What follows belongs to an exercise in optimizing a design on an open flow for small area, a short achievable clock period and few clock cycles; a production flow would make more cautious choices. Where RTL was checked, it was by simulation tests only, not by an equivalence proof against the original.

==> module pfx_add, before the edit <==
module pfx_add #(parameter N = 16, parameter L = 4) (a, b, cin, s, c);
  input  [N-1:0] a, b;
  input          cin;
  output [N-1:0] s;
  output [N:0]   c;
  wire [N-1:0] p = a ^ b;
  wire [(L+1)*N-1:0] G, P;
  assign G[N-1:0] = {a[N-1:1] & b[N-1:1], (a[0] & b[0]) | (p[0] & cin)};
  assign P[N-1:0] = p;
  genvar k, i;
  generate
    for (k = 0; k < L; k = k + 1) begin : lvl
      for (i = 0; i < N; i = i + 1) begin : bt
        if (i >= (1 << k)) begin : op
          assign G[(k+1)*N+i] = G[k*N+i] | (P[k*N+i] & G[k*N+i-(1<<k)]);
          assign P[(k+1)*N+i] = P[k*N+i] & P[k*N+i-(1<<k)];
        end else begin : pass
          assign G[(k+1)*N+i] = G[k*N+i];
          assign P[(k+1)*N+i] = P[k*N+i];
        end
      end
    end
  endgenerate
  assign c = {G[L*N +: N], cin};
  assign s = p ^ c[N-1:0];
endmodule
==> module rsm_cpu, before the edit <==
module rsm_cpu(clk, reset, mem_rdata, mem_cmd, mem_addr, mem_wdata, halted);
  input clk, reset;
  input [15:0] mem_rdata;
  output [1:0] mem_cmd;
  output [8:0] mem_addr;
  output [15:0] mem_wdata;
  output halted;
  reg [15:0] R [0:7];       
  reg [8:0]  fpc;           
  reg        fv;            
  reg [8:0]  link;          
  reg        fN, fV, fZ;    
  reg        halt_q;
  reg        w_ld;          
  reg [2:0]  ld_rd;
  reg [15:0] A_q;           
  reg [15:0] B_q;           
  reg [2:0]  e_wd;          
  reg [1:0]  e_sh;
  reg [7:0]  e_imm8;
  reg        e_we;          
  reg        e_ldr, e_str, e_cmp;
  reg        s_imm, s_mov, s_add, s_and, s_mvn, s_link;   
  reg        wA, wB;        
  wire        e_go = !w_ld;                
  reg  [15:0] B;                           
  always @(*)
    case (e_sh)
      2'b00: B = B_q;
      2'b01: B = {B_q[14:0], 1'b0};
      2'b10: B = {1'b0, B_q[15:1]};
      default: B = {B_q[0], B_q[15:1]};
    endcase
  wire [15:0] sum;
  wire [16:0] ca;                           
  wire [14:0] dlo;
  wire [15:0] cs;                           
  pfx_add #(16, 4) u_add(A_q, B, 1'b0, sum, ca);
  pfx_add #(15, 4) u_sub(A_q[14:0], ~B[14:0], 1'b1, dlo, cs);
  wire [15:0] res  = ({16{s_imm}}  & {{8{e_imm8[7]}}, e_imm8}) |
                     ({16{s_mov}}  & B) |
                     ({16{s_add}}  & sum) |
                     ({16{s_and}}  & (A_q & B)) |
                     ({16{s_mvn}}  & ~B) |
                     ({16{s_link}} & {7'b0, link});
  wire nN = A_q[15] ^ ~B[15] ^ cs[15];
  wire nZ = (A_q == B);
  wire nV = (A_q[15] == B[15]) ? (ca[15] != A_q[15]) : (cs[15] != A_q[15]);
  wire [8:0] ea;
  wire [9:0] ea_c;
  pfx_add #(9, 4) u_ea(A_q[8:0], {{4{e_imm8[4]}}, e_imm8[4:0]}, 1'b0, ea, ea_c);
  wire e_mem = e_go & (e_ldr | e_str);
  assign mem_cmd   = halt_q ? 2'b00 : (e_go & e_str) ? 2'b01 : 2'b10;
  assign mem_addr  = e_mem ? ea : fpc;
  assign mem_wdata = B_q;
  assign halted    = halt_q;
  wire fetch = !halt_q & !e_mem;
  wire e_wr  = e_go & e_we;                
  wire [15:0] I = mem_rdata;
  wire [2:0]  opc = I[15:13];
  wire d_b    = (opc == 3'b001);
  wire d_bl   = (opc == 3'b010) &  I[12];    
  wire d_bx   = (opc == 3'b010) & ~I[12];
  wire d_halt = (opc == 3'b111);
  wire d_str  = (opc == 3'b100);
  wire d_ldr  = (opc == 3'b011);
  wire d_movi = (opc == 3'b110) &  I[12];
  wire d_movr = (opc == 3'b110) & ~I[12];
  wire d_alu  = (opc == 3'b101);            
  wire [2:0] rn = I[10:8];
  wire [2:0] rb = d_str ? I[7:5] : I[2:0];
  wire fA = e_wr & (e_wd == rn);
  wire fB = e_wr & (e_wd == rb);
  wire [15:0] Ain = ({16{w_ld}} & mem_rdata) | ({16{~w_ld & fA}} & res) |
                    ({16{~w_ld & ~fA}} & R[rn]);
  wire [15:0] Bin = ({16{w_ld}} & mem_rdata) | ({16{~w_ld & fB}} & res) |
                    ({16{~w_ld & ~fB}} & R[rb]);
  wire cmp_now = e_go & e_cmp;
  wire cN = cmp_now ? nN : fN;
  wire cV = cmp_now ? nV : fV;
  wire cZ = cmp_now ? nZ : fZ;
  reg cond;
  always @(*)
    case (I[10:8])
      3'b000: cond = 1'b1;
      3'b001: cond = cZ;
      3'b010: cond = ~cZ;
      3'b011: cond = cN ^ cV;
      3'b100: cond = (cN ^ cV) | cZ;
      default: cond = 1'b0;
    endcase
  wire taken = fv & ((d_b & cond) | d_bl | d_bx);
  wire [8:0] boff;
  wire [9:0] bc_unused;
  pfx_add #(9, 4) u_tgt(fpc, {I[7], I[7:0]}, 1'b0, boff, bc_unused);
  wire [8:0] target = d_bx ? link : boff;
  always @(posedge clk) begin
    if (reset) begin
      fpc <= 9'd0;
      fv <= 1'b0;
      halt_q <= 1'b0;
      w_ld <= 1'b0;
      e_we <= 1'b0; e_ldr <= 1'b0; e_str <= 1'b0; e_cmp <= 1'b0;
    end else begin
      if (taken) fpc <= target;
      else if (fetch) fpc <= fpc + 9'd1;
      fv <= fetch & ~taken;
      if (fv & d_bl) link <= fpc;
      if (fv & d_halt) halt_q <= 1'b1;
      w_ld <= e_go & e_ldr;
      if (e_go & e_ldr) ld_rd <= e_wd;
      if (fv) begin
        e_wd   <= (d_movi | d_bl) ? I[10:8] : I[7:5];
        e_sh   <= I[4:3];
        e_imm8 <= I[7:0];
        e_we   <= d_movi | d_movr | (d_alu & (I[12:11] != 2'b01)) | d_bl;
        e_ldr  <= d_ldr;
        e_str  <= d_str;
        e_cmp  <= d_alu & (I[12:11] == 2'b01);
        s_imm  <= d_movi;
        s_mov  <= d_movr;
        s_add  <= d_alu & (I[12:11] == 2'b00);
        s_and  <= d_alu & (I[12:11] == 2'b10);
        s_mvn  <= d_alu & (I[12:11] == 2'b11);
        s_link <= d_bl;
      end else if (e_go) begin
        e_we <= 1'b0; e_ldr <= 1'b0; e_str <= 1'b0; e_cmp <= 1'b0;
      end
      if (cmp_now) begin fN <= nN; fV <= nV; fZ <= nZ; end
    end
  end
  always @(posedge clk) begin
    if (fv | (w_ld & wA)) A_q <= Ain;
    if (fv | (w_ld & wB)) B_q <= Bin;
    if (fv) begin
      wA  <= e_go & e_ldr & (e_wd == rn);
      wB  <= e_go & e_ldr & (e_wd == rb);
    end
  end
  always @(posedge clk) begin
    if (w_ld) R[ld_rd] <= mem_rdata;
    else if (e_wr) R[e_wd] <= res;
  end
endmodule
==> flow/config.mk <==
export PLATFORM = sky130hd
export DESIGN_NAME = rsm_cpu
export DESIGN_NICKNAME = rsm_cpu
export VERILOG_FILES = /design/flow/design.v
export SDC_FILE = /design/flow/constraint.sdc
export NUM_CORES = 4
export LEC_CHECK = 0
export CAP_MARGIN = 20
export CORE_MARGIN = 2
export CORE_UTILIZATION = 40
export CTS_CLUSTER_DIAMETER = 100
export CTS_CLUSTER_SIZE = 30
export SETUP_SLACK_MARGIN = 4
export SLEW_MARGIN = 20
export TNS_END_PERCENT = 1
==> flow/constraint.sdc <==
create_clock -name core_clock -period 8.0 [get_ports {clk}]
set_input_delay 1.6000 -clock core_clock [delete_from_list [all_inputs] [get_ports {clk}]]
set_output_delay 1.6000 -clock core_clock [all_outputs]
set_load 0.01 [all_outputs]
standard.sh (not shown) runs the stock make flow with config.mk's settings and CLKGATE_MAP_FILE= SYNTH_SCRIPT=/design/flow/synth_recipe.tcl, a recipe that flattens the netlist after the stock synthesis.
==> flow/flow/run.sh <==
#!/bin/bash
# The standard layout, with the input and output port buffers made from
# plain buffers (sky130_fd_sc_hd__buf_1) instead of the delay cells
# buffer_ports picks by default. Every port is still buffered.
set -euo pipefail
cd "$(dirname "$0")/.."
export BUFFER_PORTS_ARGS="-buffer_cell sky130_fd_sc_hd__buf_1"
bash standard.sh > standard_flow.log 2>&1
Change:
--- a/flow/design.v
+++ b/flow/design.v
@@ -1,30 +1,16 @@
-module pfx_add #(parameter N = 16, parameter L = 4) (a, b, cin, s, c);
-  input  [N-1:0] a, b;
-  input          cin;
-  output [N-1:0] s;
-  output [N:0]   c;
-  wire [N-1:0] p = a ^ b;
-  wire [(L+1)*N-1:0] G, P;
-  assign G[N-1:0] = {a[N-1:1] & b[N-1:1], (a[0] & b[0]) | (p[0] & cin)};
-  assign P[N-1:0] = p;
-  genvar k, i;
-  generate
-    for (k = 0; k < L; k = k + 1) begin : lvl
-      for (i = 0; i < N; i = i + 1) begin : bt
-        if (i >= (1 << k)) begin : op
-          assign G[(k+1)*N+i] = G[k*N+i] | (P[k*N+i] & G[k*N+i-(1<<k)]);
-          assign P[(k+1)*N+i] = P[k*N+i] & P[k*N+i-(1<<k)];
-        end else begin : pass
-          assign G[(k+1)*N+i] = G[k*N+i];
-          assign P[(k+1)*N+i] = P[k*N+i];
-        end
-      end
-    end
-  endgenerate
-  assign c = {G[L*N +: N], cin};
-  assign s = p ^ c[N-1:0];
+module ea_add(base, imm5, ea);
+  input  [8:0] base;
+  input  [4:0] imm5;
+  output [8:0] ea;
+  wire [5:0] lo = {1'b0, base[4:0]} + {1'b0, imm5};
+  wire [3:0] hi = base[8:5];
+  wire [3:0] hi_inc = hi + 4'd1;
+  wire [3:0] hi_dec = hi - 4'd1;
+  wire up = lo[5] & ~imm5[4];
+  wire dn = ~lo[5] & imm5[4];
+  assign ea = {up ? hi_inc : dn ? hi_dec : hi, lo[4:0]};
 endmodule
 module rsm_cpu(clk, reset, mem_rdata, mem_cmd, mem_addr, mem_wdata, halted);
   input clk, reset;
   input [15:0] mem_rdata;
   output [1:0] mem_cmd;
@@ -55,28 +41,25 @@
       2'b00: B = B_q;
       2'b01: B = {B_q[14:0], 1'b0};
       2'b10: B = {1'b0, B_q[15:1]};
       default: B = {B_q[0], B_q[15:1]};
     endcase
-  wire [15:0] sum;
-  wire [16:0] ca;                           
-  wire [14:0] dlo;
-  wire [15:0] cs;                           
-  pfx_add #(16, 4) u_add(A_q, B, 1'b0, sum, ca);
-  pfx_add #(15, 4) u_sub(A_q[14:0], ~B[14:0], 1'b1, dlo, cs);
+  wire [15:0] sum = A_q + B;
+  wire [15:0] dlo = {1'b0, A_q[14:0]} + {1'b0, ~B[14:0]} + 16'd1;
+  wire ca15 = sum[15] ^ A_q[15] ^ B[15];
+  wire cs15 = dlo[15];
   wire [15:0] res  = ({16{s_imm}}  & {{8{e_imm8[7]}}, e_imm8}) |
                      ({16{s_mov}}  & B) |
                      ({16{s_add}}  & sum) |
                      ({16{s_and}}  & (A_q & B)) |
                      ({16{s_mvn}}  & ~B) |
                      ({16{s_link}} & {7'b0, link});
-  wire nN = A_q[15] ^ ~B[15] ^ cs[15];
+  wire nN = A_q[15] ^ ~B[15] ^ cs15;
   wire nZ = (A_q == B);
-  wire nV = (A_q[15] == B[15]) ? (ca[15] != A_q[15]) : (cs[15] != A_q[15]);
+  wire nV = (A_q[15] == B[15]) ? (ca15 != A_q[15]) : (cs15 != A_q[15]);
   wire [8:0] ea;
-  wire [9:0] ea_c;
-  pfx_add #(9, 4) u_ea(A_q[8:0], {{4{e_imm8[4]}}, e_imm8[4:0]}, 1'b0, ea, ea_c);
+  ea_add u_ea(A_q[8:0], e_imm8[4:0], ea);
   wire e_mem = e_go & (e_ldr | e_str);
   assign mem_cmd   = halt_q ? 2'b00 : (e_go & e_str) ? 2'b01 : 2'b10;
   assign mem_addr  = e_mem ? ea : fpc;
   assign mem_wdata = B_q;
   assign halted    = halt_q;
@@ -114,13 +97,11 @@
       3'b011: cond = cN ^ cV;
       3'b100: cond = (cN ^ cV) | cZ;
       default: cond = 1'b0;
     endcase
   wire taken = fv & ((d_b & cond) | d_bl | d_bx);
-  wire [8:0] boff;
-  wire [9:0] bc_unused;
-  pfx_add #(9, 4) u_tgt(fpc, {I[7], I[7:0]}, 1'b0, boff, bc_unused);
+  wire [8:0] boff = fpc + {I[7], I[7:0]};
   wire [8:0] target = d_bx ? link : boff;
   always @(posedge clk) begin
     if (reset) begin
       fpc <= 9'd0;
       fv <= 1'b0;
Effect: Flip-flop and latch count does not change. Global-route usage is about the same. Setup slack improves by 0.014 ns. Core utilization stays flat. First-iteration DRC count shrinks by about a fifth. Routed wire length decreases by a few percent. Design area fell slightly.
Testbench counts after the change, summed over its fixed seeds: cycles 76,740.
The RTL of the first run of this note was laid out without a check of its function.

==> static timing again, ports no longer ideal <==
The flow's constraints put no driver on any port. The routed layouts listed below were extracted and timed again, unchanged, in two steps. Step 1, drivers: a clkbuf_16 drives clk and a buf_2 each remaining input, both assumed. Step 2 moves the port delays by t, midway between the first and last clock arrival at a register: inputs arrive t later, outputs are due t later. That takes back most of the time a late clock gives input paths. Three values: ideal ports, drivers, drivers and shift; two values: the first two.
run | t (ns) | slack for setup (ns) | hold WS [ns]
the first run | 0.515 | 3.696 / 3.650 / 3.322 | 0.518 / 0.518 / 0.518
the second run | 0.524 | 3.710 / 3.660 / 3.365 | 0.575 / 0.575 / 0.575
After both steps setup and hold are still met in every run listed. For the first run, which loses most, drivers alone change the setup slack by -0.046 ns; drivers and shift together by -0.374 ns.
